Source: an optimization exercise on an open RTL-to-GDS flow (aim: small area, a short achievable clock period and few clock cycles per item). Production flows keep margins and buffers that such runs may drop.
At most, simulation tests tie the RTL to the original design; equivalence was not proved.
Function not checked in runs 1 to 4 and 6: the RTL went through the layout flow alone.

==> flow/design.v <==
`timescale 1ns/1ps
module sbox(
    input  [63:0] x0, x1, x2, x3, x4,
    output [63:0] sl0, sl1, sl2, sl3, sl4
    );
    wire [63:0] a0 = x0 ^ x4;
    wire [63:0] a4 = x4 ^ x3;
    wire [63:0] a2 = x2 ^ x1;
    wire [63:0] b0 = a0 ^ (~x1 & a2);
    wire [63:0] b1 = x1 ^ (~a2 & x3);
    wire [63:0] b2 = a2 ^ (~x3 & a4);
    wire [63:0] b3 = x3 ^ (~a4 & a0);
    wire [63:0] b4 = a4 ^ (~a0 & x1);
    assign sl0 = b0 ^ b4;
    assign sl1 = b1 ^ b0;
    assign sl2 = ~b2;
    assign sl3 = b3 ^ b2;
    assign sl4 = b4;
endmodule
`timescale 1ns / 1ps
module linear_sub(
    input  [63:0] x0, x1, x2, x3, x4,
    input  [63:0] k3, k4,
    output [63:0] o0, o1, o2, o3, o4
    );
    function [63:0] ror(input [63:0] x, input integer n);
        ror = (x >> n) | (x << (64 - n));
    endfunction
    assign o0 = (x0 ^ ror(x0, 19)) ^ ror(x0, 28);
    assign o1 = (x1 ^ ror(x1, 61)) ^ ror(x1, 39);
    assign o2 = (x2 ^ ror(x2, 1))  ^ ror(x2, 6);
    assign o3 = (x3 ^ ror(x3, 10)) ^ (ror(x3, 17) ^ k3);
    assign o4 = (x4 ^ ror(x4, 7))  ^ (ror(x4, 41) ^ k4);
endmodule
`timescale 1ns / 1ps
module RND_Const(
    input  [63:0] x2_in,
    input  [3:0]  rnd,
    output [63:0] x2_out
);
    wire [3:0] hi = 4'd15 - rnd;
    assign x2_out = x2_in ^ {56'd0, hi, rnd};
endmodule
`timescale 1ns / 1ps
module Perm(
    input  [319:0] S,
    input  [3:0]   rnd,
    input  [63:0]  k3, k4,
    output [319:0] S_out
    );
    wire [63:0] x0, x1, x2, x3, x4;
    assign {x0, x1, x2, x3, x4} = S;
    wire [63:0] c2;
    RND_Const L1(.x2_in(x2), .rnd(rnd), .x2_out(c2));
    wire [63:0] b0, b1, b2, b3, b4;
    sbox L2(.x0(x0), .x1(x1), .x2(c2), .x3(x3), .x4(x4),
            .sl0(b0), .sl1(b1), .sl2(b2), .sl3(b3), .sl4(b4));
    linear_sub L3(.x0(b0), .x1(b1), .x2(b2), .x3(b3), .x4(b4), .k3(k3), .k4(k4),
            .o0(S_out[319:256]), .o1(S_out[255:192]), .o2(S_out[191:128]),
            .o3(S_out[127:64]), .o4(S_out[63:0]));
endmodule
`timescale 1ns / 1ps
module initialization(
    input [127:0] key,
    input [127:0] nonce,
    input clk,
    input rst,
    input start,
    output reg finish,
    output reg [319:0] state
 );
   localparam [63:0] IV = 64'h00001000808c0001;
   reg        busy;
   reg [3:0]  rnd;
   reg        last;    
   wire [127:0] kx = last ? key : 128'd0;
   wire [319:0] nxt;
   Perm P(.S(state), .rnd(rnd), .k3(kx[127:64]), .k4(kx[63:0]), .S_out(nxt));
   always @(posedge clk) begin
      if (rst) begin
         busy   <= 1'b0;
         finish <= 1'b0;
      end else if (start && !busy) begin
         busy   <= 1'b1;
         finish <= 1'b0;
      end else if (busy && last) begin
         busy   <= 1'b0;
         finish <= 1'b1;
      end
   end
   always @(posedge clk) begin
      if (start && !busy) begin
         state <= {IV, key, nonce};
         rnd   <= 4'd0;
         last  <= 1'b0;
      end else if (busy) begin
         state <= nxt;
         rnd   <= rnd + 4'd1;
         last  <= (rnd == 4'd10);
      end
   end
endmodule
==> flow/flow/run.sh <==
#!/bin/bash
set -euo pipefail
export BUFFER_PORTS_ARGS="-buffer_cell sky130_fd_sc_hd__buf_2"
bash standard.sh > standard.log 2>&1
==> flow/standard.sh <==
#!/bin/bash
# synth_recipe.tcl (not shown) runs the flow's synth.tcl, then flattens the netlist and writes it again
# the make line also repeats each setting of config.mk as NAME=value (left out here)
make -C /OpenROAD-flow-scripts/flow DESIGN_CONFIG=/design/flow/config.mk WORK_HOME=/design/flow/orfs CLKGATE_MAP_FILE= SYNTH_SCRIPT=/design/flow/synth_recipe.tcl "${@:-finish}"
==> flow/config.mk <==
export PLATFORM = sky130hd
export DESIGN_NAME = initialization
export DESIGN_NICKNAME = initialization
export VERILOG_FILES = /design/flow/design.v
export SDC_FILE = /design/flow/constraint.sdc
export NUM_CORES = 4
export LEC_CHECK = 0
export CAP_MARGIN = 20
export CORE_MARGIN = 2
export CORE_UTILIZATION = 55
export SETUP_SLACK_MARGIN = 2.5
export SLEW_MARGIN = 20
==> flow/constraint.sdc <==
create_clock -name core_clock -period 5.0 [get_ports {clk}]
set_input_delay 1.0000 -clock core_clock [delete_from_list [all_inputs] [get_ports {clk}]]
set_output_delay 1.0000 -clock core_clock [all_outputs]
set_load 0.01 [all_outputs]
==> Flow_metrics.wiki, run 1 <==
{| class="wikitable"
! Metric !! Value
|-
| Number of antenna violations at the first check in global routing || 14
|-
| Die Width || 244 um
|-
| Starting density of the core || a little under three fifths
|-
| Number of synthesis warnings || 2
|-
| Critical path launch point type || flop
|-
| CTS tree || done
|-
| Area growth from synthesis to layout || 27.3%
|-
| Cells after DPL || 4,089
|-
| Top-Level Pins || 580
|-
| MaxCap Viol Count || 0
|-
| Fmax || roughly 380 MHz
|-
| Critical path peak fanout || 4
|-
| Setup repair after global routing missed its margin || true
|-
| Proportion of synthesized flip-flops having asynchronous set or reset || 0%
|-
| Number of buffers added by the clock tree synthesis step || 43
|-
| Vias in the first global route || 24,900
|-
| Arrival time reported for the critical path endpoint || 3.01 ns
|-
| H-tree depth || 2
|-
| Final setup violation count || 0
|-
| Number of standard-cell rows in the floorplan || 88
|-
| Count of buffers from port buffering || 579
|-
| Estimated wirelength of the detail-placed design || around 120,000 um
|-
| Post-route DRC violation count || 0
|-
| Share of post-route cells with drive strength above 1 || just over 30%
|-
| Setup CP Type || flop to flop
|-
| Slew at the pin with the worst max-slew slack || 0.935 ns
|-
| Fraction of the yosys area taken by sequential cells || 28.7%
|-
| Nature of the critical path endpoint || flop
|-
| Post-Syn Area per Cell || ~11 um2
|-
| Final RePlAce weighted congestion || approximately 1.1
|-
| Total congestion overflow || 0
|-
| Number of enable flip-flop cells after synthesis || 256
|-
| Mapped Area || approximately 32,000 um2
|-
| Normalized max-slew margin || 37.2%
|-
| CTS max path bufs || 3
|-
| # clock sinks || 327
|-
| Setup skew after layout || 0.0247 ns
|-
| Non-filler cells in the finished layout || about 4,200
|-
| Number of flip-flops and latches in the synthesized netlist || 327
|-
| Routed wire per std cell || 35.2 um
|-
| Area of the core region || approximately 57,000 um2
|-
| Post-Route Hold Slack || 0.493 ns
|-
| Minimum clock period after layout || 2.66 ns
|-
| Synthesized instance count || approximately 2,800
|-
| CTS clk-pin slew, worst paths || 0.07 ns
|-
| Wire length of the first global-routing pass || between 150,000 and 200,000 um
|-
| GRT Overall Usage || 48.9%
|-
| Hold WC Path Type || flop to flop
|-
| Largest net degree at the start of global routing || 106
|-
| Number of nets still failing antenna checks after routing || 0
|-
| Drt via density || ~6.2
|-
| Data required time of the critical path || 5.35 ns
|-
| Post-synth top area cell || sky130_fd_sc_hd__edfxtp_1
|-
| Most common flop cell mapped by yosys || sky130_fd_sc_hd__edfxtp_1
|-
| Clock insertion delay at the later pin of the skew report || ~0.60 ns
|-
| Total wire length after detailed routing || 149,000 um
|-
| Full die area || 59,700 um2
|-
| Net count of the finished layout || 3,823
|-
| Total negative setup slack || 0 ns
|-
| R2R Setup Slk || approximately 2.3 ns
|-
| Run status || no timing/DRC/antenna violations
|-
| Violation count after the first detailed-route iteration || 3,771
|-
| Fin. max-slew vios || 0
|-
| Die span in y || between 200 and 250 um
|-
| Fin crit share || 53.1%
|-
| Post-synthesis net count || 3,168
|-
| Final Hold Fails || 0
|-
| Area share of the largest cell type after synthesis || 24.2%
|-
| Distinct cells, synth || 40
|-
| Drt first pass iters || 5
|-
| Synth area leaders || sky130_fd_sc_hd__edfxtp_1, sky130_fd_sc_hd__xnor3_1, sky130_fd_sc_hd__xnor2_1, sky130_fd_sc_hd__xor3_1, sky130_fd_sc_hd__ha_1
|-
| Master cell of the clock root buffer || sky130_fd_sc_hd__clkbuf_16
|-
| Vias after detailed routing || around 26,000
|}
-- registers in the layout, indices dropped and copies added, names as in the netlist --
name	flops
state	320
rnd	4
busy	1
finish	1
last	1
-- metal layers --
metal	vias up	global-route usage (%)	share of wire (%)
met5	-	0	0.062
met4	14	33.5	8.9
met3	572	16.7	15
met2	2258	73.9	43
met1	12900	59.0	33
li1	10800	-	-
-- timing repair --
| action | CTS | global route |
|---|---|---|
| hold endpoints to repair | 0 | 0 |
| endpoints found under the setup margin | 446 | 124 |
| buffers inserted | 33 | 31 |
| gates cloned | 0 | 1 |
| pin swaps | 22 | 18 |
| hold buffers | 0 | 0 |
| gates resized for setup | 227 | 85 |
-- worst max-delay path, stage by stage (launching register included) --
cell	delay, ns
sky130_fd_sc_hd__edfxtp_1	0.46
sky130_fd_sc_hd__ha_1	0.41
sky130_fd_sc_hd__xnor2_4	0.23
sky130_fd_sc_hd__xnor2_2	0.58
sky130_fd_sc_hd__xnor3_1	0.46
sky130_fd_sc_hd__mux2_2	0.27
-- metrics by stage --
stage                     util, %  cell area [um2]  setup slack [ns]
after detailed placement     62.5            35900              1.44
final                        70.5            40400              2.34
after floorplan                 -            31800              2.54
after global placement       62.5            35900              1.51
after CTS                    68.8            39500              2.25
after global routing         70.5            40400              2.37
-- logic make-up (layout without fill, tap and decap cells) --
logic type	Yosys count	after routing	share of synthesized area (%)
XOR/XNOR	1013	1013	46.0
AND/OR/NAND/NOR	563	563	7.02
AO/OA/AOI/OAI	335	335	5.72
flip-flops	327	327	28.7
buffers and inverters	290	979	3.44
adder cells (fa/ha/maj)	194	194	7.15
multiplexers	57	57	1.97
other	0	8	0
-- final cells by class --
cell class | count | area (um2)
multi-input cells | 2162 | 24100
fillers | 4172 | 16900
flip-flops and latches | 327 | 9130
repair buffers | 700 | 4040
clock buffers | 65 | 1260
well taps | 765 | 957
inverters | 199 | 773
clock inverters | 14 | 139
diodes | 8 | 20.0
repair inverters | 1 | 8.76
-- cells in the mapped netlist, types with 3 or more instances --
| cell type | number |
|---|---|
| sky130_fd_sc_hd__a21o_1 | 33 |
| sky130_fd_sc_hd__a21oi_1 | 185 |
| sky130_fd_sc_hd__a22o_1 | 7 |
| sky130_fd_sc_hd__and2_1 | 3 |
| sky130_fd_sc_hd__buf_1 | 8 |
| sky130_fd_sc_hd__clkbuf_1 | 79 |
| sky130_fd_sc_hd__dfxtp_1 | 71 |
| sky130_fd_sc_hd__edfxtp_1 | 256 |
| sky130_fd_sc_hd__ha_1 | 130 |
| sky130_fd_sc_hd__inv_1 | 198 |
| sky130_fd_sc_hd__maj3_1 | 61 |
| sky130_fd_sc_hd__maj3_2 | 3 |
| sky130_fd_sc_hd__mux2_2 | 45 |
| sky130_fd_sc_hd__mux2i_1 | 12 |
| sky130_fd_sc_hd__nand2_1 | 255 |
| sky130_fd_sc_hd__nor2_1 | 258 |
| sky130_fd_sc_hd__nor3_1 | 23 |
| sky130_fd_sc_hd__nor3b_1 | 15 |
| sky130_fd_sc_hd__o21ai_0 | 87 |
| sky130_fd_sc_hd__o22ai_1 | 21 |
| sky130_fd_sc_hd__xnor2_1 | 416 |
| sky130_fd_sc_hd__xnor2_2 | 21 |
| sky130_fd_sc_hd__xnor3_1 | 258 |
| sky130_fd_sc_hd__xor2_1 | 182 |
| sky130_fd_sc_hd__xor3_1 | 130 |
-- worst paths after layout --
path / startpoint / to / depth (start not counted)
max: state[141] / state[124] / 5
min: finish / finish / 2
max reg2reg: state[141] / state[124] / 5
min reg2reg: finish / finish / 2
-- layout by cell type (no fill, tap or decap), drive strengths merged, types with 11 or more instances in the layout --
| cell | Yosys | routed |
|---|---|---|
| mux2 | 45 | 45 |
| mux2i | 12 | 12 |
| o22ai | 21 | 21 |
| xor2 | 184 | 184 |
| dfxtp | 71 | 71 |
| nand2 | 255 | 255 |
| buf | 10 | 700 |
| nor3b | 15 | 15 |
| a21o | 33 | 33 |
| nor3 | 23 | 23 |
| clkinv | 1 | 11 |
| o21ai | 88 | 88 |
| inv | 198 | 199 |
| ha | 130 | 130 |
| edfxtp | 256 | 256 |
| xor3 | 134 | 134 |
| xnor2 | 437 | 437 |
| a21oi | 185 | 185 |
| nor2 | 258 | 258 |
| xnor3 | 258 | 258 |
| maj3 | 64 | 64 |
| clkbuf | 81 | 65 |
==> run 2, diff against run 1 <==
--- a/flow/design.v
+++ b/flow/design.v
@@ -90,12 +90,12 @@
    end
    always @(posedge clk) begin
-      if (start && !busy) begin
+      if (busy) begin
+         state <= nxt;
+         rnd   <= rnd + 4'd1;
+         last  <= (rnd == 4'd10);
+      end else if (start) begin
          state <= {IV, key, nonce};
          rnd   <= 4'd0;
          last  <= 1'b0;
-      end else if (busy) begin
-         state <= nxt;
-         rnd   <= rnd + 4'd1;
-         last  <= (rnd == 4'd10);
       end
    end
--- a/flow/config.mk
+++ b/flow/config.mk
@@ -8,5 +8,5 @@
 export CAP_MARGIN = 20
 export CORE_MARGIN = 2
-export CORE_UTILIZATION = 55
+export CORE_UTILIZATION = 35
 export SETUP_SLACK_MARGIN = 2.5
 export SLEW_MARGIN = 20
==> Flow_metrics.wiki, run 2 <==
{| class="wikitable"
! Metric !! Value
|-
| Run status || no timing/DRC/antenna violations
|-
| Fraction of the yosys area taken by sequential cells || 30.7% (+2.0 points)
|-
| Area of the core region || 90,300 um2 (+57%)
|-
| Critical path peak fanout || 5 (+1)
|-
| Most common cell after layout, fill and taps aside || sky130_fd_sc_hd__buf_2
|-
| Violation count after the first detailed-route iteration || 3,213 (-15%)
|-
| CTS clk-pin slew, worst paths || 0.06 ns (about the same)
|-
| Number of synthesis warnings || 2 (unchanged)
|-
| Number of enable flip-flop cells after synthesis || 325 (+27%)
|-
| Clock insertion delay at the later pin of the skew report || 0.62 ns (+0.02 ns)
|-
| Proportion of synthesized area in mux cells || 4.70% (+2.7 points)
|-
| CTS Hold Buffers Added || 0 (unchanged)
|-
| Minimum clock period after layout || 2.57 ns (-0.0876 ns)
|-
| Number of nets still failing antenna checks after routing || 0 (unchanged)
|-
| Final setup violation count || 0 (unchanged)
|-
| # clock sinks || 327 (unchanged)
|-
| Number of antenna violations at the first check in global routing || 32 (+18)
|-
| Routed wire per std cell || 35.3 um (+0.36%)
|-
| Final RePlAce weighted congestion || 1.05 (about the same)
|-
| H-tree depth || 2 (unchanged)
|-
| Master cell of the clock root buffer || sky130_fd_sc_hd__clkbuf_16
|-
| Share of post-route cells with drive strength above 1 || 37.4% (+7.1 points)
|-
| Storage element area || 9800 um2 (+7.4%)
|-
| Main combinational cell family by area after synthesis || XOR/XNOR gates
|-
| Drt first pass iters || 7 (+2)
|-
| Nature of the critical path endpoint || flop
|-
| Count of buffers from port buffering || 579 (unchanged)
|-
| Number of flip-flops in the largest register || 320 (unchanged)
|-
| Total negative setup slack || 0 ns (unchanged)
|-
| Area share of the largest cell type after synthesis || 30.6% (+6.3 points)
|-
| CTS max path bufs || 3 (unchanged)
|-
| Normalized max-slew margin || 36.5% (-0.69 points)
|-
| Setup skew after layout || 0.0201 ns (-0.00466 ns)
|-
| Distinct cells, synth || 31 (-23%)
|-
| Total cell area at the placement stage || 36,500 um2 (+1.7%)
|-
| Fmax || 389 MHz (+3.4%)
|-
| Slew at the pin with the worst max-slew slack || 0.948 ns (+0.0124 ns)
|-
| Biggest regs || state x320, rnd x4
|-
| Critical path launch point type || flop
|-
| Fin crit share || 51.4% (-1.8 points)
|-
| Most common flop cell mapped by yosys || sky130_fd_sc_hd__edfxtp_1
|-
| Leading cell types in the layout, fill and taps excluded || sky130_fd_sc_hd__buf_2, sky130_fd_sc_hd__edfxtp_1, sky130_fd_sc_hd__xnor3_1
|-
| Mapped Area || 31,900 um2 (+0.57%)
|-
| Vias in the first global route || 23,900 (-3.9%)
|-
| Setup CP Type || flop to flop
|-
| Setup repair after global routing missed its margin || true
|-
| Area share of xor/xnor cells in the synthesized design || 44.2% (-1.9 points)
|-
| Die Width || 306 um (+25%)
|-
| Synthesized instance count || 2,627 (-5.5%)
|-
| Final Hold Fails || 0 (unchanged)
|-
| Multi-input combinational cell area || 24,400 um2 (+1.3%)
|-
| Post-Syn Area per Cell || 12.2 um2 (+6.4%)
|-
| Wire length of the first global-routing pass || 210,000 um (+7.0%)
|-
| Proportion of synthesized flip-flops having asynchronous set or reset || 0% (unchanged)
|-
| Starting density of the core || 35.4% (-20 points)
|-
| Fraction of the mapped netlist area in compound gates || 3.76% (-2.0 points)
|-
| Net count of the finished layout || 3,733 (-2.4%)
|-
| CTS tree || done
|-
| Final std cell area, no fill || 42,300 um2 (+4.6%)
|-
| Fill cell instance count of the final layout || 8,338 (+100%)
|-
| GRT Overall Usage || 33.6% (-15 points)
|-
| Register with the highest flop count || state
|-
| Top-Level Pins || 580 (unchanged)
|-
| Number of buffers added by the clock tree synthesis step || 45 (+4.7%)
|-
| Largest net degree at the start of global routing || 91 (-14%)
|-
| Estimated wirelength of the detail-placed design || 133,000 um (+11%)
|-
| Data required time of the critical path || 5.39 ns (+0.04 ns)
|-
| Commonest cells in the netlist || sky130_fd_sc_hd__xnor2_1, sky130_fd_sc_hd__edfxtp_1, sky130_fd_sc_hd__xnor3_1, sky130_fd_sc_hd__nor2_1, sky130_fd_sc_hd__a21oi_1
|-
| Number of flip-flops and latches in the synthesized netlist || 327 (unchanged)
|-
| Number of standard-cell rows in the floorplan || 110 (+25%)
|-
| Vias after detailed routing || 25,200 (-4.7%)
|-
| Hold WC Path Type || flop to flop
|-
| Post-synth top area cell || sky130_fd_sc_hd__edfxtp_1
|-
| Synth area leaders || sky130_fd_sc_hd__edfxtp_1, sky130_fd_sc_hd__xnor3_1, sky130_fd_sc_hd__xnor2_1, sky130_fd_sc_hd__xor3_1, sky130_fd_sc_hd__xor2_1
|-
| MaxCap Viol Count || 0 (unchanged)
|-
| Die span in y || 306 um (+25%)
|-
| Post-synthesis net count || 3,016 (-4.8%)
|-
| Fin. max-slew vios || 0 (unchanged)
|-
| Drt via density || 5.52 (-12%)
|-
| Total wire length after detailed routing || 162,000 um (+8.2%)
|-
| Full die area || 93,700 um2 (+57%)
|-
| Total congestion overflow || 0 (unchanged)
|-
| Post-synthesis adder-cell area fraction || 7.07% (-0.079 points)
|-
| Fraction of the mapped netlist area in simple logic gates || 6.39% (-0.63 points)
|-
| Area growth from synthesis to layout || 32.5%
|-
| Post-route DRC violation count || 0 (unchanged)
|-
| Most frequent cell after synthesis || sky130_fd_sc_hd__xnor2_1
|-
| Arrival time reported for the critical path endpoint || 2.96 ns (-0.05 ns)
|}
## run 2: cell types whose count changed after synthesis, moves of 21 or more
cell                       change
sky130_fd_sc_hd__o21ai_0      -60
sky130_fd_sc_hd__xnor2_1      -81
sky130_fd_sc_hd__nor3_1       -23
sky130_fd_sc_hd__nor2_1       -35
sky130_fd_sc_hd__and2_1       +28
sky130_fd_sc_hd__mux2i_1      +53
sky130_fd_sc_hd__mux2_2       +27
sky130_fd_sc_hd__nand2_1      -52
sky130_fd_sc_hd__dfxtp_1      -69
sky130_fd_sc_hd__a21oi_1      +28
sky130_fd_sc_hd__o22ai_1      -21
sky130_fd_sc_hd__edfxtp_1     +69
sky130_fd_sc_hd__a21o_1       -33
## run 2: worst paths after layout
path | start | cells past startpoint | endpoint | slack (ns)
min | finish | 2 | finish | 0.48
max | state[79] | 5 | state[316] | 2.43
min reg2reg | finish | 2 | finish | 0.48
max reg2reg | state[79] | 5 | state[316] | 2.43
## run 2: worst max-delay path, cell delays in order (launching register included)
cell and delay [ns]:
sky130_fd_sc_hd__edfxtp_1 0.48, sky130_fd_sc_hd__inv_1 0.09, sky130_fd_sc_hd__ha_1 0.50, sky130_fd_sc_hd__xnor3_2 0.59
sky130_fd_sc_hd__xnor2_2 0.27, sky130_fd_sc_hd__mux2i_4 0.41
## run 2: what timing repair did
action / in CTS / in global routing
cloned: 0 / 0
endpoints found under the setup margin: 236 / 138
setup buffers: 60 / 67
pin swaps: 41 / 47
resized for setup: 318 / 139
## run 2: metrics by stage
step / instances / hold slack (ns) / utilization, % / worst slack, ns
detailed placement: 4346 / 0.476 / 40.4 / 1.85
CTS: 4483 / 0.487 / 45.1 / 2.35
floorplan: 2627 / 0.496 / - / 1.20
global placement: 4346 / 0.472 / 40.4 / 1.79
finish: 4574 / 0.479 / 46.9 / 2.43
global route: 4560 / 0.522 / 46.8 / 2.44
## run 2: metal layers
layer | global-route usage, % | up-vias | wire (um)
met5 | 0 | - | 69
met4 | 20.1 | 12 | 12100
met3 | 8.81 | 396 | 19100
met2 | 52.1 | 1795 | 72200
met1 | 42.2 | 12600 | 58100
li1 | - | 10400 | -
## run 2: logic make-up (layout without fill, tap and decap cells)
logic type,Yosys count,in the layout
other cells,0,24
xor+xnor,955,955
fa+ha+maj,193,193
flops,327,327
compound gates,240,240
buf+inv,276,1023
mux,140,140
simple gates,496,496
## run 2: final cells by class
class / count / share of cell area (%)
multi-input combinational: 2024 / 57.7
sequential: 327 / 23.2
timing repair buffer: 752 / 10.6
tap: 1176 / 3.48
clock buffer: 57 / 2.77
inverter: 194 / 1.72
clock inverter: 20 / 0.378
antenna: 24 / 0.142
==> run 3, diff against run 2 <==
--- a/flow/config.mk
+++ b/flow/config.mk
@@ -9,4 +9,4 @@
 export CORE_MARGIN = 2
 export CORE_UTILIZATION = 35
-export SETUP_SLACK_MARGIN = 2.5
+export SETUP_SLACK_MARGIN = 3.0
 export SLEW_MARGIN = 20
==> Flow_metrics.wiki, run 3 <==
{| class="wikitable"
! Metric !! Value
|-
| Fmax || 394 MHz (+1.2%)
|-
| Top-Level Pins || 580 (unchanged)
|-
| Family with the most delay on the worst path || XOR/XNOR gates
|-
| Final std cell area, no fill || 58,700 um2 (+39%)
|-
| Post-synthesis adder-cell area fraction || 7.07% (unchanged)
|-
| CTS max path bufs || 3 (unchanged)
|-
| Critical path launch point type || flop
|-
| CTS tree || done
|-
| Most frequent cell after synthesis || sky130_fd_sc_hd__xnor2_1
|-
| Proportion of synthesized flip-flops having asynchronous set or reset || 0% (unchanged)
|-
| Run status || no timing/DRC/antenna violations
|-
| Total cell area at the placement stage || 38,700 um2 (+6.1%)
|-
| Number of flip-flops and latches in the synthesized netlist || 327 (unchanged)
|-
| Area share of the largest cell type after synthesis || 30.6% (unchanged)
|-
| Number of enable flip-flop cells after synthesis || 325 (unchanged)
|-
| Die Width || 306 um (unchanged)
|-
| Synth area leaders || sky130_fd_sc_hd__edfxtp_1, sky130_fd_sc_hd__xnor3_1, sky130_fd_sc_hd__xnor2_1, sky130_fd_sc_hd__xor3_1, sky130_fd_sc_hd__xor2_1
|-
| Worst path setup slack after routing || 2.46 ns (+0.0310 ns)
|-
| Slew at the pin with the worst max-slew slack || 1.18 ns (+0.233 ns)
|-
| Total negative setup slack || 0 ns (unchanged)
|-
| Fin crit share || 50.8% (-0.62 points)
|-
| Number of buffers added by the clock tree synthesis step || 44 (-2.2%)
|-
| Critical path peak fanout || 4 (-1)
|-
| Area of the core region || 90,300 um2 (unchanged)
|-
| Count of buffers from port buffering || 579 (unchanged)
|-
| Distinct cells, synth || 31 (unchanged)
|-
| H-tree depth || 2 (unchanged)
|-
| Full die area || 93,700 um2 (unchanged)
|-
| Register with the highest flop count || state
|-
| Fraction of the mapped netlist area in compound gates || 3.76% (unchanged)
|-
| Drt via density || 5.55 (+0.63%)
|-
| Setup repair after global routing missed its margin || true
|-
| Final Hold Fails || 0 (unchanged)
|-
| Fill cell instance count of the final layout || 6,037 (-28%)
|-
| Fraction of the yosys area taken by sequential cells || 30.7% (unchanged)
|-
| Setup CP Type || flop to flop
|-
| Total wire length after detailed routing || 186,000 um (+15%)
|-
| CTS clk-pin slew, worst paths || 0.06 ns (about the same)
|-
| Clock insertion delay at the later pin of the skew report || 0.61 ns (about the same)
|-
| Master cell of the clock root buffer || sky130_fd_sc_hd__clkbuf_16
|-
| Final design utilization || 65.0% (+18 points)
|-
| Routed wire per std cell || 34.8 um (-1.5%)
|-
| Number of synthesis warnings || 2 (unchanged)
|-
| Post-Syn Area per Cell || 12.2 um2 (unchanged)
|-
| Leading cell types in the layout, fill and taps excluded || sky130_fd_sc_hd__buf_6, sky130_fd_sc_hd__buf_4, sky130_fd_sc_hd__buf_2
|-
| Fin. max-slew vios || 0 (unchanged)
|-
| Estimated wirelength of the detail-placed design || 132,000 um (-0.64%)
|-
| Post-synth top area cell || sky130_fd_sc_hd__edfxtp_1
|-
| Post-route DRC violation count || 0 (unchanged)
|-
| Buf/Inv on CP || 2 (+1)
|-
| Hold WC Path Type || flop to flop
|-
| CTS Hold Buffers Added || 0 (unchanged)
|-
| Vias after detailed routing || 29,700 (+18%)
|-
| Biggest regs || state x320, rnd x4
|-
| Proportion of synthesized area in mux cells || 4.70% (unchanged)
|-
| Pre-CTS worst setup slack || 1.93 ns (+0.0759 ns)
|-
| Arrival time reported for the critical path endpoint || 2.91 ns (-0.05 ns)
|-
| Main combinational cell family by area after synthesis || XOR/XNOR gates
|-
| Data required time of the critical path || 5.37 ns (-0.02 ns)
|-
| Number of nets still failing antenna checks after routing || 0 (unchanged)
|-
| Largest net degree at the start of global routing || 170 (+87%)
|-
| GRT Overall Usage || 36.9% (+3.3 points)
|-
| Total congestion overflow || 0 (unchanged)
|-
| # clock sinks || 327 (unchanged)
|-
| Number of antenna violations at the first check in global routing || 31 (-3.1%)
|-
| Area growth from synthesis to layout || 83.6%
|-
| Number of flip-flops in the largest register || 320 (unchanged)
|-
| Drt first pass iters || 5 (-2)
|-
| Post-synthesis net count || 3,016 (unchanged)
|-
| Final setup violation count || 0 (unchanged)
|-
| Violation count after the first detailed-route iteration || 3,696 (+15%)
|-
| Minimum clock period after layout || 2.54 ns (-0.0310 ns)
|-
| Setup skew after layout || 0.0233 ns (+0.00329 ns)
|-
| Final RePlAce weighted congestion || 1.06 (+0.47%)
|-
| Synthesized instance count || 2,627 (unchanged)
|-
| Share of post-route cells with drive strength above 1 || 66.3% (+29 points)
|-
| Die span in y || 306 um (unchanged)
|-
| Starting density of the core || 35.4% (unchanged)
|-
| Wire length of the first global-routing pass || 234,000 um (+11%)
|-
| Cell with the biggest individual delay on the critical path || sky130_fd_sc_hd__edfxtp_1
|-
| Most common cell after layout, fill and taps aside || sky130_fd_sc_hd__buf_6
|-
| Vias in the first global route || 28,500 (+19%)
|-
| Mapped Area || 31,900 um2 (unchanged)
|-
| MaxCap Viol Count || 0 (unchanged)
|-
| Cell breakdown of the critical path || xnor2_2 -> buf_4 -> xor2_4 -> xor3_2 -> buf_4 -> xnor2_2 -> mux2i_4
|-
| Normalized max-slew margin || 21.3% (-15 points)
|-
| Number of standard-cell rows in the floorplan || 110 (unchanged)
|-
| Most common flop cell mapped by yosys || sky130_fd_sc_hd__edfxtp_1
|-
| Net count of the finished layout || 4,519 (+21%)
|-
| Commonest cells in the netlist || sky130_fd_sc_hd__xnor2_1, sky130_fd_sc_hd__edfxtp_1, sky130_fd_sc_hd__xnor3_1, sky130_fd_sc_hd__nor2_1, sky130_fd_sc_hd__a21oi_1
|-
| Nature of the critical path endpoint || flop
|-
| Largest stage delay on the critical path || 0.52 ns (-0.07 ns)
|-
| Fraction of the mapped netlist area in simple logic gates || 6.39% (unchanged)
|-
| Area share of xor/xnor cells in the synthesized design || 44.2% (unchanged)
|}
## run 3: timing repair
action	CTS	global route
endpoints found under the setup margin	620	637
pin swaps	505	415
gates cloned	9	0
setup buffers	651	271
resized for setup	1495	498
## run 3: metrics by stage
step | cells | hold slack (ns)
global route | 5343 | 0.510
global placement | 4329 | 0.467
CTS | 5066 | 0.481
floorplan | 2627 | 0.496
detailed placement | 4329 | 0.473
finish | 5355 | 0.481
## run 3: logic make-up (layout without fill, tap and decap cells)
family | Yosys count | in the layout
compound gates | 240 | 240
buf+inv | 276 | 1810
simple gates | 496 | 496
xor+xnor | 955 | 955
fa+ha+maj | 193 | 193
flops | 327 | 327
other cells | 0 | 18
mux | 140 | 140
## run 3: final timing paths
path	slack (ns)	endpoint	startpoint	depth (start not counted)
worst min-delay path	0.48	finish	finish	2
worst max-delay path	2.46	state[291]	state[35]	7
worst min register to register	0.48	finish	finish	2
worst max register to register	2.46	state[291]	state[35]	7
## run 3: layer usage
layer / wire length [um] / up-vias / global-route usage, %
li1: - / 11900 / -
met1: 60600 / 14800 / 42.8
met2: 81200 / 2223 / 56.8
met3: 24000 / 735 / 11.6
met4: 20300 / 32 / 28.8
met5: 164 / - / 0.362
## run 3: final cells by class
class                      count  area (um2)  area share (%)
timing repair buffer        1539       14400            24.6
inverter                     194         728            1.24
antenna                       18        45.0          0.0768
tap                         1176        1470            2.51
sequential                   327        9800            16.7
multi-input combinational   2024       30900            52.6
clock inverter                20         113           0.192
clock buffer                  57        1170            2.00
## run 3: worst register-to-register path, cell delays in order, from the launching register on
cell and delay (ns):
sky130_fd_sc_hd__edfxtp_1 0.52, sky130_fd_sc_hd__xnor2_2 0.23, sky130_fd_sc_hd__buf_4 0.16, sky130_fd_sc_hd__xor2_4 0.19
sky130_fd_sc_hd__xor3_2 0.37, sky130_fd_sc_hd__buf_4 0.19, sky130_fd_sc_hd__xnor2_2 0.20, sky130_fd_sc_hd__mux2i_4 0.46
==> run 4, diff against run 3 <==
--- a/flow/config.mk
+++ b/flow/config.mk
@@ -9,4 +9,4 @@
 export CORE_MARGIN = 2
 export CORE_UTILIZATION = 35
-export SETUP_SLACK_MARGIN = 3.0
+export SETUP_SLACK_MARGIN = 2.0
 export SLEW_MARGIN = 20
==> Flow_metrics.wiki, run 4 <==
{| class="wikitable"
! Metric !! Value
|-
| Run status || no timing/DRC/antenna violations
|-
| CTS max path bufs || 3 (unchanged)
|-
| Data required time of the critical path || 5.36 ns (about the same)
|-
| Leading cell types in the layout, fill and taps excluded || sky130_fd_sc_hd__buf_2, sky130_fd_sc_hd__edfxtp_1, sky130_fd_sc_hd__xnor2_1
|-
| Minimum clock period after layout || 3.05 ns (+0.509 ns)
|-
| Post-Syn Area per Cell || 12.2 um2 (unchanged)
|-
| Nature of the critical path endpoint || flop
|-
| Final std cell area, no fill || 38,000 um2 (-35%)
|-
| Clock insertion delay at the later pin of the skew report || 0.61 ns (about the same)
|-
| CTS clk-pin slew, worst paths || 0.06 ns (about the same)
|-
| Routed wire per std cell || 35.5 um (+2.1%)
|-
| Fin crit share || 60.9% (+10 points)
|-
| Total congestion overflow || 0 (unchanged)
|-
| Most common flop cell mapped by yosys || sky130_fd_sc_hd__edfxtp_1
|-
| MaxCap Viol Count || 0 (unchanged)
|-
| Master cell of the clock root buffer || sky130_fd_sc_hd__clkbuf_16
|-
| Final setup violation count || 0 (unchanged)
|-
| Normalized max-slew margin || 12.6% (-8.7 points)
|-
| Die Width || 306 um (unchanged)
|-
| Number of standard-cell rows in the floorplan || 110 (unchanged)
|-
| Fill cell instance count of the final layout || 8,759 (+45%)
|-
| Post-synth top area cell || sky130_fd_sc_hd__edfxtp_1
|-
| Number of enable flip-flop cells after synthesis || 325 (unchanged)
|-
| Setup repair after global routing missed its margin || false
|-
| Worst setup path start || state[303]
|-
| Final design utilization || 42.1% (-23 points)
|-
| Slew at the pin with the worst max-slew slack || 1.30 ns (+0.121 ns)
|-
| Largest stage delay on the critical path || 0.83 ns (+0.31 ns)
|-
| Net count of the finished layout || 3,606 (-20%)
|-
| Violation count after the first detailed-route iteration || 3,159 (-15%)
|-
| Arrival time reported for the critical path endpoint || 3.40 ns (+0.49 ns)
|-
| Estimated wirelength of the detail-placed design || 133,000 um (+0.64%)
|-
| CTS Hold Buffers Added || 0 (unchanged)
|-
| Wire length of the first global-routing pass || 206,000 um (-12%)
|-
| Most frequent cell after synthesis || sky130_fd_sc_hd__xnor2_1
|-
| Distinct cells, synth || 31 (unchanged)
|-
| Family with the most delay on the worst path || XOR/XNOR gates
|-
| GRT Overall Usage || 32.9% (-4.0 points)
|-
| Post-synthesis net count || 3,016 (unchanged)
|-
| Total wire length after detailed routing || 158,000 um (-15%)
|-
| Fraction of the yosys area taken by sequential cells || 30.7% (unchanged)
|-
| # clock sinks || 327 (unchanged)
|-
| Top-Level Pins || 580 (unchanged)
|-
| H-tree depth || 2 (unchanged)
|-
| Buf/Inv on CP || 0 (-2)
|-
| Crit Reg-Reg Startpoint || state[303]
|-
| Final RePlAce weighted congestion || 1.05 (-0.46%)
|-
| Synthesized instance count || 2,627 (unchanged)
|-
| R2R Setup Slk || 1.95 ns (-0.51 ns)
|-
| Largest net degree at the start of global routing || 91 (-46%)
|-
| Drt via density || 5.47 (-1.4%)
|-
| Full die area || 93,700 um2 (unchanged)
|-
| Setup Buffers After CTS || 0 (-100%)
|-
| Setup skew after layout || 0.0140 ns (-0.00932 ns)
|-
| Number of flip-flops in the largest register || 320 (unchanged)
|-
| Number of flip-flops and latches in the synthesized netlist || 327 (unchanged)
|-
| Commonest cells in the netlist || sky130_fd_sc_hd__xnor2_1, sky130_fd_sc_hd__edfxtp_1, sky130_fd_sc_hd__xnor3_1, sky130_fd_sc_hd__nor2_1, sky130_fd_sc_hd__a21oi_1
|-
| Post-route DRC violation count || 0 (unchanged)
|-
| Drt first pass iters || 5 (unchanged)
|-
| Die span in y || 306 um (unchanged)
|-
| Critical path peak fanout || 3 (-1)
|-
| Critical path launch point type || flop
|-
| Fmax || 328 MHz (-17%)
|-
| Number of nets still failing antenna checks after routing || 0 (unchanged)
|-
| Fin. max-slew vios || 0 (unchanged)
|-
| Area share of the largest cell type after synthesis || 30.6% (unchanged)
|-
| Proportion of synthesized flip-flops having asynchronous set or reset || 0% (unchanged)
|-
| Biggest regs || state x320, rnd x4
|-
| Count of buffers from port buffering || 579 (unchanged)
|-
| Number of synthesis warnings || 2 (unchanged)
|-
| Hold WC Path Type || flop to flop
|-
| Area of the core region || 90,300 um2 (unchanged)
|-
| Register with the highest flop count || state
|-
| Number of antenna violations at the first check in global routing || 34 (+9.7%)
|-
| CTS tree || done
|-
| Number of buffers added by the clock tree synthesis step || 45 (+2.3%)
|-
| Cell breakdown of the critical path || xnor2_1 -> xor2_1 -> xor2_1 -> xnor3_1 -> mux2_2
|-
| Most common cell after layout, fill and taps aside || sky130_fd_sc_hd__buf_2
|-
| Share of post-route cells with drive strength above 1 || 25.3% (-41 points)
|-
| Total cell area at the placement stage || 36,500 um2 (-5.7%)
|-
| Vias after detailed routing || 24,300 (-18%)
|-
| Crit path top cell by count || sky130_fd_sc_hd__xor2_1
|-
| Vias in the first global route || 23,200 (-19%)
|-
| Mapped Area || 31,900 um2 (unchanged)
|-
| Synth area leaders || sky130_fd_sc_hd__edfxtp_1, sky130_fd_sc_hd__xnor3_1, sky130_fd_sc_hd__xnor2_1, sky130_fd_sc_hd__xor3_1, sky130_fd_sc_hd__xor2_1
|-
| Startpoint of the lowest-slack hold path || finish
|-
| Starting density of the core || 35.4% (unchanged)
|-
| Post-Route Hold Slack || 0.480 ns (-0.000565 ns)
|-
| Final Hold Fails || 0 (unchanged)
|-
| Area growth from synthesis to layout || 19.0%
|-
| Total negative setup slack || 0 ns (unchanged)
|-
| Cell with the biggest individual delay on the critical path || sky130_fd_sc_hd__xor2_1
|-
| Setup CP Type || flop to flop
|}
-- run 4: cell types whose count changed in the layout (fill, tap and decap cells not counted), moves of 106 or more --
cell	change
sky130_fd_sc_hd__xor2_4	-106
sky130_fd_sc_hd__xnor2_4	-174
sky130_fd_sc_hd__xnor2_1	+251
sky130_fd_sc_hd__ha_1	+125
sky130_fd_sc_hd__buf_2	+211
sky130_fd_sc_hd__buf_12	-108
sky130_fd_sc_hd__xor2_1	+163
sky130_fd_sc_hd__ha_4	-112
sky130_fd_sc_hd__buf_6	-513
sky130_fd_sc_hd__buf_4	-466
-- run 4: cell families after synthesis --
kind of cell,share of synthesized area (%)
adders and majority gates,7.07
xor gates and xnor gates,44.2
AOI/OAI and AO/OA,3.76
and+or+nand+nor,6.39
muxes,4.70
DFF,30.7
buffers and inverters,3.24
-- run 4: worst paths after layout --
| path | endpoint | depth (start not counted) |
|---|---|---|
| max reg2reg | state[200] | 5 |
| max | state[200] | 5 |
| min | finish | 2 |
| min reg2reg | finish | 2 |
-- run 4: through the flow --
step / setup WS, ns / instances
detailed placement: 1.85 / 4346
global placement: 1.79 / 4346
global route: 2.01 / 4431
finish: 1.95 / 4444
floorplan: 1.20 / 2627
CTS: 2.01 / 4423
-- run 4: layer usage --
layer	part of all wire, %	global-route usage (%)	up-vias
li1	-	-	10200
met1	37	41.2	12200
met2	44	51.0	1597
met3	11	9.03	346
met4	7.0	19.5	22
met5	0.098	0	-
-- run 4: area by class of cell --
| type | count | area (um2) | share of cell area (%) |
|---|---|---|---|
| multi-input cells | 2024 | 21300 | 56.0 |
| flip-flops and latches | 327 | 9800 | 25.8 |
| repair buffers | 625 | 3330 | 8.76 |
| well taps | 1176 | 1470 | 3.87 |
| clock buffers | 57 | 1170 | 3.08 |
| inverters | 194 | 728 | 1.92 |
| clock inverters | 20 | 160 | 0.421 |
| diodes | 21 | 52.6 | 0.138 |
-- run 4: worst register-to-register path: cells and delay by family (launching register included) --
family / cells / cell delay (ns)
XOR/XNOR: 4 / 1.98
flip-flops: 1 / 0.53
multiplexers: 1 / 0.27
-- run 4: what timing repair did --
action | CTS | global route
pin swaps | 0 | 0
resized for setup | 6 | 12
setup endpoints to repair | 10 | 14
==> run 5, diff against run 4 <==
--- a/flow/design.v
+++ b/flow/design.v
@@ -73,5 +73,5 @@
    reg        busy;
    reg [3:0]  rnd;
-   reg        last;    
+   wire       last = (rnd == 4'd11);
    wire [127:0] kx = last ? key : 128'd0;
    wire [319:0] nxt;
@@ -90,12 +90,10 @@
    end
    always @(posedge clk) begin
-      if (busy) begin
+      if (start && !busy) begin
+         state <= {IV, key, nonce};
+         rnd   <= 4'd0;
+      end else if (busy) begin
          state <= nxt;
          rnd   <= rnd + 4'd1;
-         last  <= (rnd == 4'd10);
-      end else if (start) begin
-         state <= {IV, key, nonce};
-         rnd   <= 4'd0;
-         last  <= 1'b0;
       end
    end
==> flow/run.sh (new file) <==
#!/bin/bash
# synth_recipe.tcl (not shown) runs the flow's synth.tcl, then flattens the netlist and writes it again
# the make line also repeats each setting of config.mk as NAME=value (left out here)
make -C /OpenROAD-flow-scripts/flow DESIGN_CONFIG=/design/flow/config.mk WORK_HOME=/design/flow/orfs CLKGATE_MAP_FILE= SYNTH_SCRIPT=/design/flow/synth_recipe.tcl finish
--- a/flow/config.mk
+++ b/flow/config.mk
@@ -9,4 +9,3 @@
 export CORE_MARGIN = 2
 export CORE_UTILIZATION = 35
-export SETUP_SLACK_MARGIN = 2.0
 export SLEW_MARGIN = 20
removed: flow/flow/run.sh
removed: flow/standard.sh
==> Flow_metrics.wiki, run 5 <==
{| class="wikitable"
! Metric !! Value
|-
| Run status || no timing/DRC/antenna violations
|-
| Wire length of the first global-routing pass || 211,000 um (+2.4%)
|-
| Slew at the pin with the worst max-slew slack || 1.31 ns (+0.00393 ns)
|-
| Fraction of the mapped netlist area in compound gates || 5.89% (+2.1 points)
|-
| Fraction of the mapped netlist area in simple logic gates || 7.11% (+0.72 points)
|-
| Fmax || 306 MHz (-6.8%)
|-
| Data required time of the critical path || 5.34 ns (-0.02 ns)
|-
| CTS tree || done
|-
| Post-synthesis adder-cell area fraction || 7.13% (+0.059 points)
|-
| Minimum clock period after layout || 3.27 ns (+0.223 ns)
|-
| Most common flop cell mapped by yosys || sky130_fd_sc_hd__edfxtp_1
|-
| Violation count after the first detailed-route iteration || 3,465 (+9.7%)
|-
| Final setup violation count || 0 (unchanged)
|-
| Share of post-route cells with drive strength above 1 || 6.53% (-19 points)
|-
| Setup Buffers After CTS || 0 (unchanged)
|-
| Critical path peak fanout || 35 (+32)
|-
| Non-filler cells in the finished layout || 4,598 (+3.5%)
|-
| Area share of the largest cell type after synthesis || 24.3% (-6.2 points)
|-
| Buf/Inv on CP || 2 (+2)
|-
| Worst R2R Path Depth || 8 (+3)
|-
| Fill cell instance count of the final layout || 8,478 (-3.2%)
|-
| # clock sinks || 326 (-0.31%)
|-
| Critical path launch point type || flop
|-
| Area growth from synthesis to layout || 29.1%
|-
| CTS Hold Buffers Added || 0 (unchanged)
|-
| Post-cts gate resize count || 0 (-6)
|-
| Vias after detailed routing || 24,900 (+2.5%)
|-
| Total stage count of the critical path || 8 (+3)
|-
| H-tree depth || 2 (unchanged)
|-
| Setup skew after layout || 0.0219 ns (+0.00792 ns)
|-
| Nature of the critical path endpoint || flop
|-
| Number of buffers added by the clock tree synthesis step || 45 (unchanged)
|-
| Final RePlAce weighted congestion || 1.06 (+0.36%)
|-
| Biggest regs || state x320, rnd x4
|-
| Starting density of the core || 35.2% (-0.14 points)
|-
| Final design utilization || 45.5% (+3.4 points)
|-
| Number of enable flip-flop cells after synthesis || 256 (-21%)
|-
| Die span in y || 305 um (-0.49%)
|-
| Fin. max-slew vios || 0 (unchanged)
|-
| Master cell of the clock root buffer || sky130_fd_sc_hd__clkbuf_16
|-
| Normalized max-slew margin || 12.3% (-0.26 points)
|-
| Number of nets still failing antenna checks after routing || 0 (unchanged)
|-
| Final Hold Fails || 0 (unchanged)
|-
| Main combinational cell family by area after synthesis || XOR/XNOR gates
|-
| Count of buffers from port buffering || 579 (unchanged)
|-
| Post-Syn Area per Cell || 11.4 um2 (-6.0%)
|-
| Total wire length after detailed routing || 160,000 um (+1.5%)
|-
| Cells after DPL || 4,512 (+3.8%)
|-
| Post-route DRC violation count || 0 (unchanged)
|-
| Total negative setup slack || 0 ns (unchanged)
|-
| Number of antenna violations at the first check in global routing || 8 (-76%)
|-
| Cell with the biggest individual delay on the critical path || sky130_fd_sc_hd__and3b_4
|-
| Post-synth top area cell || sky130_fd_sc_hd__edfxtp_1
|-
| Top-Level Pins || 580 (unchanged)
|-
| Clock insertion delay at the later pin of the skew report || 0.60 ns (about the same)
|-
| Most common cell after layout, fill and taps aside || sky130_fd_sc_hd__clkdlybuf4s50_1
|-
| Synth area leaders || sky130_fd_sc_hd__edfxtp_1, sky130_fd_sc_hd__xnor3_1, sky130_fd_sc_hd__xnor2_1, sky130_fd_sc_hd__xor3_1, sky130_fd_sc_hd__ha_1
|-
| MaxCap Viol Count || 0 (unchanged)
|-
| Commonest cells in the netlist || sky130_fd_sc_hd__xnor2_1, sky130_fd_sc_hd__nand2_1, sky130_fd_sc_hd__edfxtp_1, sky130_fd_sc_hd__xnor3_1, sky130_fd_sc_hd__nor2_1
|-
| Synthesized instance count || 2,768 (+5.4%)
|-
| Area share of xor/xnor cells in the synthesized design || 45.8% (+1.6 points)
|-
| Number of synthesis warnings || 2 (unchanged)
|-
| Most frequent cell after synthesis || sky130_fd_sc_hd__xnor2_1
|-
| Full die area || 92,800 um2 (-0.98%)
|-
| Cell breakdown of the critical path || ha_1 -> and3b_4 -> buf_4 -> buf_4 -> nand2_1 -> xnor3_1 -> xnor3_1 -> mux2_2
|-
| Setup CP Type || flop to flop
|-
| Proportion of synthesized flip-flops having asynchronous set or reset || 0% (unchanged)
|-
| Arrival time reported for the critical path endpoint || 3.61 ns (+0.21 ns)
|-
| Number of standard-cell rows in the floorplan || 110 (unchanged)
|-
| Setup repair after global routing missed its margin || false
|-
| Distinct cells, synth || 35 (+13%)
|-
| Drt first pass iters || 5 (unchanged)
|-
| Largest net degree at the start of global routing || 100 (+9.9%)
|-
| Leading cell types in the layout, fill and taps excluded || sky130_fd_sc_hd__clkdlybuf4s50_1, sky130_fd_sc_hd__xnor2_1, sky130_fd_sc_hd__nand2_1
|-
| Vias in the first global route || 23,900 (+3.2%)
|-
| Total congestion overflow || 0 (unchanged)
|-
| CTS clk-pin slew, worst paths || 0.06 ns (about the same)
|-
| Fraction of the yosys area taken by sequential cells || 28.7% (-1.9 points)
|-
| Die Width || 305 um (-0.49%)
|-
| Family with the most delay on the worst path || buffers and inverters
|-
| Routed wire per std cell || 34.8 um (-1.9%)
|-
| Proportion of synthesized area in mux cells || 1.88% (-2.8 points)
|-
| Number of flip-flops in the largest register || 320 (unchanged)
|-
| Largest stage delay on the critical path || 0.61 ns (-0.22 ns)
|-
| Cells on Worst Hold Path || 2 (unchanged)
|-
| Drt via density || 5.42 (-0.97%)
|-
| Fin crit share || 65.4% (+4.5 points)
|-
| Net count of the finished layout || 3,771 (+4.6%)
|-
| Number of flip-flops and latches in the synthesized netlist || 326 (-0.31%)
|-
| CTS max path bufs || 3 (unchanged)
|-
| Register with the highest flop count || state
|-
| Area of the core region || 89,700 um2 (-0.61%)
|-
| GRT Overall Usage || 33.7% (+0.76 points)
|-
| Mapped Area || 31,600 um2 (-0.99%)
|-
| Estimated wirelength of the detail-placed design || 134,000 um (+1.0%)
|-
| Post-synthesis net count || 3,156 (+4.6%)
|-
| Hold WC Path Type || flop to flop
|}
## run 5: cell types whose count changed after synthesis, moves of 25 or more
cell	before	now
sky130_fd_sc_hd__xnor2_1	335	420
sky130_fd_sc_hd__xnor3_1	275	250
sky130_fd_sc_hd__nand2_1	203	283
sky130_fd_sc_hd__dfxtp_1	2	70
sky130_fd_sc_hd__edfxtp_1	325	256
sky130_fd_sc_hd__a21oi_1	213	147
sky130_fd_sc_hd__a21o_1	0	32
sky130_fd_sc_hd__o21ai_0	27	128
sky130_fd_sc_hd__mux2_2	72	42
sky130_fd_sc_hd__mux2i_1	65	12
sky130_fd_sc_hd__and3_1	0	32
## run 5: final timing paths
check                             from         to  slack, ns
worst max-delay path            rnd[0]  state[20]       1.73
worst min-delay path            finish     finish       0.50
worst max register to register  rnd[0]  state[20]       1.73
worst min register to register  finish     finish       0.50
## run 5: per-layer routing
metal	up-vias	share of wire (%)	global-route usage [%]
li1	10700	-	-
met1	12400	38	42.6
met2	1583	44	52.5
met3	305	11	8.55
met4	6	6.8	19.0
met5	-	0.024	0
## run 5: cell type report
cell class	count	area [um2]	area share [%]
Inverter	195	736	1.80
Timing Repair Buffer	657	6520	16.0
Tap cell	1176	1470	3.60
Antenna cell	5	12.5	0.0306
Clock buffer	62	1250	3.06
Sequential cell	326	9090	22.3
Clock inverter	19	198	0.484
Multi-Input combinational cell	2158	21600	52.8
## run 5: kinds of logic after synthesis
group / Yosys count
adders and majority gates: 193
buffers and inverters: 284
and+or+nand+nor: 567
DFF: 326
muxes: 54
AOI/OAI and AO/OA: 337
xor gates and xnor gates: 1007
## run 5: worst register-to-register path, delay by kind of cell, from the launching register on
kind	cells	cell delay (ns)
xor+xnor	2	0.46
fa+ha+maj	1	0.24
buf+inv	2	0.83
flops	1	0.45
mux	1	0.28
simple gates	2	0.77
## run 5: metrics by stage
stage	setup WS [ns]	area (um2)	hold WS [ns]
global route	1.64	40800	0.529
finish	1.73	40800	0.497
floorplan	-0.705	31700	0.484
detailed placement	1.48	39300	0.489
global placement	1.55	39300	0.486
CTS	1.79	40800	0.496
Testbench counts of run 5, summed over its fixed seeds: cycles 5,000, items 384.
==> run 6, diff against run 5 <==
--- a/flow/design.v
+++ b/flow/design.v
@@ -72,29 +72,37 @@
    localparam [63:0] IV = 64'h00001000808c0001;
    reg        busy;
-   reg [3:0]  rnd;
-   wire       last = (rnd == 4'd11);
+   reg [3:0]  rnd;     
+   reg        last;    
+   wire       go = start && !busy;
    wire [127:0] kx = last ? key : 128'd0;
+   wire [319:0] src = busy ? state : {IV, key, nonce};
    wire [319:0] nxt;
-   Perm P(.S(state), .rnd(rnd), .k3(kx[127:64]), .k4(kx[63:0]), .S_out(nxt));
+   Perm P(.S(src), .rnd(rnd), .k3(kx[127:64]), .k4(kx[63:0]), .S_out(nxt));
    always @(posedge clk) begin
       if (rst) begin
          busy   <= 1'b0;
          finish <= 1'b0;
-      end else if (start && !busy) begin
+         rnd    <= 4'd0;
+         last   <= 1'b0;
+      end else if (go) begin
          busy   <= 1'b1;
          finish <= 1'b0;
-      end else if (busy && last) begin
-         busy   <= 1'b0;
-         finish <= 1'b1;
+         rnd    <= 4'd1;
+         last   <= 1'b0;
+      end else if (busy) begin
+         if (last) begin
+            busy   <= 1'b0;
+            finish <= 1'b1;
+            rnd    <= 4'd0;
+            last   <= 1'b0;
+         end else begin
+            rnd    <= rnd + 4'd1;
+            last   <= (rnd == 4'd10);
+         end
       end
    end
    always @(posedge clk) begin
-      if (start && !busy) begin
-         state <= {IV, key, nonce};
-         rnd   <= 4'd0;
-      end else if (busy) begin
+      if (go || busy)
          state <= nxt;
-         rnd   <= rnd + 4'd1;
-      end
    end
 endmodule
==> flow/flow/run.sh (new file) <==
#!/bin/bash
set -euo pipefail
export BUFFER_PORTS_ARGS="-buffer_cell sky130_fd_sc_hd__buf_2"
bash standard.sh > standard.log 2>&1
==> flow/standard.sh (new file) <==
#!/bin/bash
# synth_recipe.tcl (not shown) runs the flow's synth.tcl, then flattens the netlist and writes it again
# the make line also repeats each setting of config.mk as NAME=value (left out here)
make -C /OpenROAD-flow-scripts/flow DESIGN_CONFIG=/design/flow/config.mk WORK_HOME=/design/flow/orfs CLKGATE_MAP_FILE= SYNTH_SCRIPT=/design/flow/synth_recipe.tcl "${@:-finish}"
--- a/flow/config.mk
+++ b/flow/config.mk
@@ -9,3 +9,4 @@
 export CORE_MARGIN = 2
 export CORE_UTILIZATION = 35
+export SETUP_SLACK_MARGIN = 2.5
 export SLEW_MARGIN = 20
removed: flow/run.sh
==> Flow_metrics.wiki, run 6 <==
{| class="wikitable"
! Metric !! Value
|-
| Number of standard-cell rows in the floorplan || 110 (unchanged)
|-
| CTS tree || done
|-
| Most frequent cell after synthesis || sky130_fd_sc_hd__xnor2_1
|-
| Number of flip-flops and latches in the synthesized netlist || 327 (+0.31%)
|-
| Nature of the critical path endpoint || flop
|-
| Area of the core region || 90,100 um2 (+0.46%)
|-
| Run status || no timing/DRC/antenna violations
|-
| Startpoint of the lowest-slack hold path || finish
|-
| Critical path launch point type || flop
|-
| Largest net degree at the start of global routing || 75 (-25%)
|-
| Most common flop cell mapped by yosys || sky130_fd_sc_hd__edfxtp_1
|-
| Cells on Worst Hold Path || 2 (unchanged)
|-
| Synthesized instance count || 2,733 (-1.3%)
|-
| Total congestion overflow || 0 (unchanged)
|-
| Die span in y || 306 um (+0.47%)
|-
| Fmax || 316 MHz (+3.4%)
|-
| Mapped Area || 31,900 um2 (+0.95%)
|-
| Proportion of synthesized flip-flops having asynchronous set or reset || 0% (unchanged)
|-
| Fraction of the mapped netlist area in compound gates || 6.91% (+1.0 points)
|-
| # clock sinks || 327 (+0.31%)
|-
| H-tree depth || 2 (unchanged)
|-
| Post-route DRC violation count || 0 (unchanged)
|-
| Post-synth top area cell || sky130_fd_sc_hd__edfxtp_1
|-
| Estimated wirelength of the detail-placed design || 130,000 um (-3.2%)
|-
| Post-Syn Area per Cell || 11.7 um2 (+2.2%)
|-
| Fin crit share || 63.3% (-2.2 points)
|-
| Post-synthesis net count || 3,122 (-1.1%)
|-
| Clock insertion delay at the later pin of the skew report || 0.62 ns (+0.02 ns)
|-
| Final setup violation count || 0 (unchanged)
|-
| CTS clk-pin slew, worst paths || 0.06 ns (about the same)
|-
| Fill cell instance count of the final layout || 5,556 (-34%)
|-
| Vias in the first global route || 30,200 (+26%)
|-
| Minimum clock period after layout || 3.16 ns (-0.108 ns)
|-
| Number of buffers added by the clock tree synthesis step || 44 (-2.2%)
|-
| Total negative setup slack || 0 ns (unchanged)
|-
| Post-synthesis adder-cell area fraction || 5.35% (-1.8 points)
|-
| Biggest regs || state x320, rnd x4
|-
| Most common cell after layout, fill and taps aside || sky130_fd_sc_hd__buf_2
|-
| Slew at the pin with the worst max-slew slack || 0.784 ns (-0.522 ns)
|-
| Commonest cells in the netlist || sky130_fd_sc_hd__xnor2_1, sky130_fd_sc_hd__xor2_1, sky130_fd_sc_hd__edfxtp_1, sky130_fd_sc_hd__nand2_1, sky130_fd_sc_hd__mux2_2
|-
| Number of antenna violations at the first check in global routing || 30 (+22)
|-
| MaxCap Viol Count || 0 (unchanged)
|-
| Fin. max-slew vios || 0 (unchanged)
|-
| Number of nets still failing antenna checks after routing || 0 (unchanged)
|-
| Data required time of the critical path || 5.36 ns (+0.02 ns)
|-
| Area share of xor/xnor cells in the synthesized design || 40.4% (-5.4 points)
|-
| Area share of the largest cell type after synthesis || 30.1% (+5.8 points)
|-
| GRT Overall Usage || 37.9% (+4.2 points)
|-
| Worst setup path start || busy
|-
| Main combinational cell family by area after synthesis || XOR/XNOR gates
|-
| Net count of the finished layout || 4,672 (+24%)
|-
| Crit Reg-Reg Startpoint || busy
|-
| Distinct cells, synth || 57 (+63%)
|-
| Fraction of the yosys area taken by sequential cells || 30.5% (+1.8 points)
|-
| Final RePlAce weighted congestion || 1.02 (-3.9%)
|-
| Wire length of the first global-routing pass || 245,000 um (+16%)
|-
| Final Hold Fails || 0 (unchanged)
|-
| Number of enable flip-flop cells after synthesis || 320 (+25%)
|-
| Die Width || 306 um (+0.47%)
|-
| Master cell of the clock root buffer || sky130_fd_sc_hd__clkbuf_16
|-
| Critical path peak fanout || 7 (-80%)
|-
| Full die area || 93,600 um2 (+0.94%)
|-
| Setup CP Type || flop to flop
|-
| Violation count after the first detailed-route iteration || 4,043 (+17%)
|-
| Starting density of the core || 35.4% (+0.17 points)
|-
| Count of buffers from port buffering || 579 (unchanged)
|-
| Area growth from synthesis to layout || 92.7%
|-
| Total wire length after detailed routing || 198,000 um (+24%)
|-
| Setup skew after layout || 0.0287 ns (+0.00675 ns)
|-
| Routed wire per std cell || 36.0 um (+3.3%)
|-
| Share of post-route cells with drive strength above 1 || 70.6% (+64 points)
|-
| Leading cell types in the layout, fill and taps excluded || sky130_fd_sc_hd__buf_2, sky130_fd_sc_hd__buf_4, sky130_fd_sc_hd__buf_6
|-
| Drt via density || 5.80 (+7.0%)
|-
| Fraction of the mapped netlist area in simple logic gates || 4.92% (-2.2 points)
|-
| CTS Hold Buffers Added || 0 (unchanged)
|-
| CTS max path bufs || 3 (unchanged)
|-
| Proportion of synthesized area in mux cells || 9.00% (+7.1 points)
|-
| Normalized max-slew margin || 47.8% (+35 points)
|-
| Vias after detailed routing || 32,000 (+28%)
|-
| Setup repair after global routing missed its margin || true
|-
| Synth area leaders || sky130_fd_sc_hd__edfxtp_1, sky130_fd_sc_hd__xnor2_1, sky130_fd_sc_hd__xor2_1, sky130_fd_sc_hd__xnor3_1, sky130_fd_sc_hd__ha_1
|-
| Number of synthesis warnings || 2 (unchanged)
|-
| Top-Level Pins || 580 (unchanged)
|-
| Arrival time reported for the critical path endpoint || 3.52 ns (-0.09 ns)
|-
| Drt first pass iters || 5 (unchanged)
|-
| Number of flip-flops in the largest register || 320 (unchanged)
|-
| Hold WC Path Type || flop to flop
|-
| Register with the highest flop count || state
|-
| Final design utilization || 68.3% (+23 points)
|-
| Worst R2R Path Depth || 13 (+5)
|}
## run 6: final cells by class
type	instances	area [um2]	share of cell area, %
Multi-Input combinational cell	2253	33600	54.6
Timing Repair Buffer	1586	14800	24.1
Sequential cell	327	9760	15.9
Tap cell	1176	1470	2.39
Clock buffer	56	1170	1.90
Inverter	71	364	0.592
Clock inverter	23	260	0.423
Antenna cell	18	45.0	0.0732
## run 6: what timing repair did
| item | CTS | global route |
|---|---|---|
| resized for setup | 1595 | 601 |
| buffers inserted | 576 | 258 |
| endpoints found under the setup margin | 599 | 369 |
| cloned | 37 | 2 |
| pin swaps | 488 | 486 |
## run 6: logic make-up after synthesis
family / Yosys count
and+or+nand+nor: 318
xor gates and xnor gates: 1246
adders and majority gates: 138
buffers and inverters: 155
AOI/OAI and AO/OA: 310
DFF: 327
muxes: 239
## run 6: stage by stage
stage	hold WS (ns)	std cells	cell area (um2)	setup WS (ns)
after floorplan	0.496	2733	32600	0.868
after global placement	0.469	4540	37500	0.385
after detailed placement	0.484	4540	37500	0.735
after CTS	0.495	5232	55400	1.95
after global routing	0.524	5500	61500	1.81
final	0.495	5510	61500	1.84
## run 6: final timing paths
kind         slack, ns        end
max               1.84  state[89]
min               0.50     finish
max reg2reg       1.84  state[89]
min reg2reg       0.50     finish
## run 6: worst max-delay path, stage by stage (launching register included)
cell	delay [ns]
sky130_fd_sc_hd__dfxtp_4	0.38
sky130_fd_sc_hd__buf_12	0.15
sky130_fd_sc_hd__buf_12	0.15
sky130_fd_sc_hd__buf_6	0.12
sky130_fd_sc_hd__buf_16	0.14
sky130_fd_sc_hd__mux2_4	0.34
sky130_fd_sc_hd__inv_4	0.08
sky130_fd_sc_hd__ha_4	0.21
sky130_fd_sc_hd__xnor2_4	0.12
sky130_fd_sc_hd__xor2_1	0.17
sky130_fd_sc_hd__xnor2_1	0.26
sky130_fd_sc_hd__buf_4	0.29
sky130_fd_sc_hd__xnor3_1	0.36
sky130_fd_sc_hd__xnor2_1	0.14
## run 6: routing by layer
metal	part of all wire, %	track usage, %
met5	0.065	0
met2	44	58.5
met1	33	45.4
met4	10	26.0
met3	13	11.5

separate check: timing with driven ports:
No port has a modelled driver above. Below, the same layouts with a new extraction and two added sets of constraints.
Step 1, drivers: a clkbuf_16 drives clk and a buf_2 each remaining input, both assumed.
Step 2 adds t to the input delays and takes it off the output delays; t is the mean of the earliest and latest rising clock arrival at the registers after step 1. Input paths then give back, and output paths get back, about the clock's delay inside the block.
Slacks: ideal / step 1 / step 2; pairs: ideal / step 1.
run	t, ns	setup slack, ns	hold slack, ns	slew at the worst register clock pin (ns)	pins driven straight from the clock port
run 1	0.655	2.344 / 2.344 / 1.912	0.493 / 0.493 / 0.493	0.07 / 0.07	1
run 2	0.678	2.431 / 2.431 / 2.197	0.479 / 0.479 / 0.479	0.06 / 0.06	1
run 3	0.672	2.462 / 2.462 / 2.386	0.481 / 0.481 / 0.481	0.07 / 0.07	1
run 4	0.679	1.953 / 1.953 / 1.953	0.480 / 0.480 / 0.480	0.06 / 0.06	1
run 5	0.661	1.730 / 1.730 / 1.402	0.497 / 0.497 / 0.497	0.07 / 0.07	1
run 6	0.677	1.837 / 1.837 / 1.622	0.495 / 0.495 / 0.495	0.07 / 0.07	1
After both steps every run listed still meets setup and hold. The setup slack of run 1, which loses most, moves by 0.000 ns with the drivers and by -0.432 ns with both steps.
